Context: an optimization exercise on an open-source flow, tuned for small area. The choices shown serve that exercise and are no tape-out recipe.
In this exercise RTL edits were held to simulation tests only and were not proved equivalent to the original.

Design Posit_div_N32_ES6_PIPE12, start of the top module:
module Posit_div_N32_ES6_PIPE12(clk, in1, in2, start, out, inf, zero, done);
input clk;
input [31:0] in1, in2;
input start;
output [31:0] out;
output inf, zero, done;
wire s1 = in1[31], s2 = in2[31];
wire nz1 = |in1[30:0], nz2 = |in2[30:0];
wire [0:0] vld = start;
wire [0:0] sgn = s1 ^ s2;
wire [0:0] finf = (s1 & ~nz1) | ~(s2 | nz2);
wire [0:0] fzero = ~(s1 | nz1) | (s2 & ~nz2);
wire rc1, rc2; wire [4:0] k1, k2; wire [5:0] e1, e2; wire [25:0] mant1, mant2;
posit_dec d1(.x(in1), .rc(rc1), .k(k1), .e(e1), .mant(mant1));
posit_dec d2(.x(in2), .rc(rc2), .k(k2), .e(e2), .mant(mant2));
wire [11:0] x1 = {rc1, k1, e1};
wire [11:0] x2 = {rc2, k2, e2};
wire [22:0] m1 = mant1[25:3];
wire [22:0] m = mant2[25:3];
reg [0:0] vld_r1;
reg [0:0] sgn_r1;
reg [0:0] finf_r1;
reg [0:0] fzero_r1;
reg [11:0] x1_r1;
reg [11:0] x2_r1;
reg [22:0] m1_r1;
reg [22:0] m_r1;
always @(posedge clk) begin
  vld_r1 <= vld;
  sgn_r1 <= sgn;
  finf_r1 <= finf;
  fzero_r1 <= fzero;
  x1_r1 <= x1;
  x2_r1 <= x2;
  m1_r1 <= m1;
  m_r1 <= m;
end
wire [6:0] r1 = x1_r1[11] ? {2'b0, x1_r1[10:6] - 5'd1} : -{2'b0, x1_r1[10:6]};
wire [6:0] r2 = x2_r1[11] ? {2'b0, x2_r1[10:6] - 5'd1} : -{2'b0, x2_r1[10:6]};
wire [0:0] m2z = ~|m_r1;
wire [12:0] de = {r1, x1_r1[5:0]} - {r2, x2_r1[5:0]} - 13'd1 + {12'd0, m2z};
wire [8:0] t_tab;
recip_tab tab(.addr(m_r1[22:15]), .dout(t_tab));
wire [8:0] t = {1'b1, t_tab[7:0]};
wire L1_w0 = m_r1[0] & ~(1'b0 & 1'b0);
wire L1_w1 = 1'b0 ^ 1'b0;
wire L1_w2 = (m_r1[0] & ~1'b0 & ~1'b0) | (~m_r1[0] & 1'b0 & 1'b0);
wire L1_w3 = ((L1_w1 & t[0])) ^ L1_w0;
wire L1_w4 = ((L1_w1 & t[1]) | (L1_w2 & t[0])) ^ L1_w0;
wire L1_w5 = ((L1_w1 & t[2]) | (L1_w2 & t[1])) ^ L1_w0;
wire L1_w6 = ((L1_w1 & t[3]) | (L1_w2 & t[2])) ^ L1_w0;
wire L1_w7 = ((L1_w1 & t[4]) | (L1_w2 & t[3])) ^ L1_w0;
wire L1_w8 = ((L1_w1 & t[5]) | (L1_w2 & t[4])) ^ L1_w0;
wire L1_w9 = ((L1_w1 & t[6]) | (L1_w2 & t[5])) ^ L1_w0;
wire L1_w10 = ((L1_w1 & t[7]) | (L1_w2 & t[6])) ^ L1_w0;
wire L1_w11 = ((L1_w1 & t[8]) | (L1_w2 & t[7])) ^ L1_w0;
wire L1_w12 = ((L1_w2 & t[8])) ^ L1_w0;
wire L1_w13 = ~L1_w0;
wire L1_w14 = m_r1[2] & ~(m_r1[1] & m_r1[0]);
wire L1_w15 = m_r1[1] ^ m_r1[0];
wire L1_w16 = (m_r1[2] & ~m_r1[1] & ~m_r1[0]) | (~m_r1[2] & m_r1[1] & m_r1[0]);
wire L1_w17 = ((L1_w15 & t[0])) ^ L1_w14;
wire L1_w18 = ((L1_w15 & t[1]) | (L1_w16 & t[0])) ^ L1_w14;
  ...
export LEC_CHECK = 0
export ABC_AREA = 1
export CAP_MARGIN = 5
export CORE_MARGIN = 2
export CORE_UTILIZATION = 65
export CTS_BUF_LIST = sky130_fd_sc_hd__clkbuf_8
export CTS_CLUSTER_DIAMETER = 80
export CTS_CLUSTER_SIZE = 16
export SLEW_MARGIN = 5
create_clock -name core_clock -period 9.0 [get_ports {clk}]
standard.sh (not shown) runs the stock make flow with config.mk's settings and CLKGATE_MAP_FILE= SYNTH_SCRIPT=/design/flow/synth_recipe.tcl, a recipe that flattens the netlist after the stock synthesis.
==> flow/flow/run.sh <==
#!/bin/bash
# Standard ORFS layout, with one extra netlist pass between synthesis and floorplan:
# flow/polar.py removes inverters from the synthesized netlist by flipping the polarity
# of full-adder cells (FA(~a,~b,~c) = ~FA(a,b,c)), swapping xor/xnor, rebuilding half
# adders next to inverters from xor/xnor + and/nand/nor gates, and merging a gate with
# a following inverter into the complementary gate.  Registers are left as synthesized.
set -euo pipefail
WH=$(grep -o 'WORK_HOME=[^ ]*' standard.sh | head -1 | cut -d= -f2)
R=$WH/results/sky130hd/Posit_div_N32_ES6_PIPE12/base
bash standard.sh "$R/1_2_yosys.v" > synth_make.log 2>&1
cp "$R/1_2_yosys.v" "$R/1_2_yosys.std.v"
python3 flow/polar.py "$R/1_2_yosys.std.v" "$R/1_2_yosys.pol.v" > polar.log 2>&1
cp "$R/1_2_yosys.pol.v" "$R/1_2_yosys.v"
bash standard.sh > layout_make.log 2>&1
Other scripts of this flow, unchanged in this note and not shown: flow/flow/polar.py
The starting point finished clean.
==> next run, changes <==
- CTS_BUF_LIST: sky130_fd_sc_hd__clkbuf_8 -> sky130_fd_sc_hd__clkbuf_16
- CTS_CLUSTER_DIAMETER: 80 -> 120
- CTS_CLUSTER_SIZE: 16 -> 30
Worst setup slack gets worse by 0.020 ns.
Design area barely changes.
Flip-flop and latch count does not change.
Die area does not change.
Global-route usage hardly moves.
Clock-buffer cell count drops by 17.
Area after synthesis is unchanged.
Utilization hardly moves.

what the ideal ports hide:
How much do the figures lean on ideal ports? The routed layouts below were timed once more, with nothing changed but the port constraints. Step 1, drivers: a clkbuf_16 drives clk and a buf_2 each remaining input, both assumed. Step 2 also shifts input and output timing later by t, the mid clock arrival at the registers, as if the neighbouring blocks saw the same clock. a / b / c = ideal / step 1 / step 2; a / b = the first two.
run | shift t [ns] | setup slack, ns | pins driven straight from the clock port
the first run | 0.698 | 0.750 / 0.679 / 0.816 | 1
the second run | 0.646 | 0.730 / 0.658 / 0.828 | 1
After both steps setup and hold are still met in every run listed.
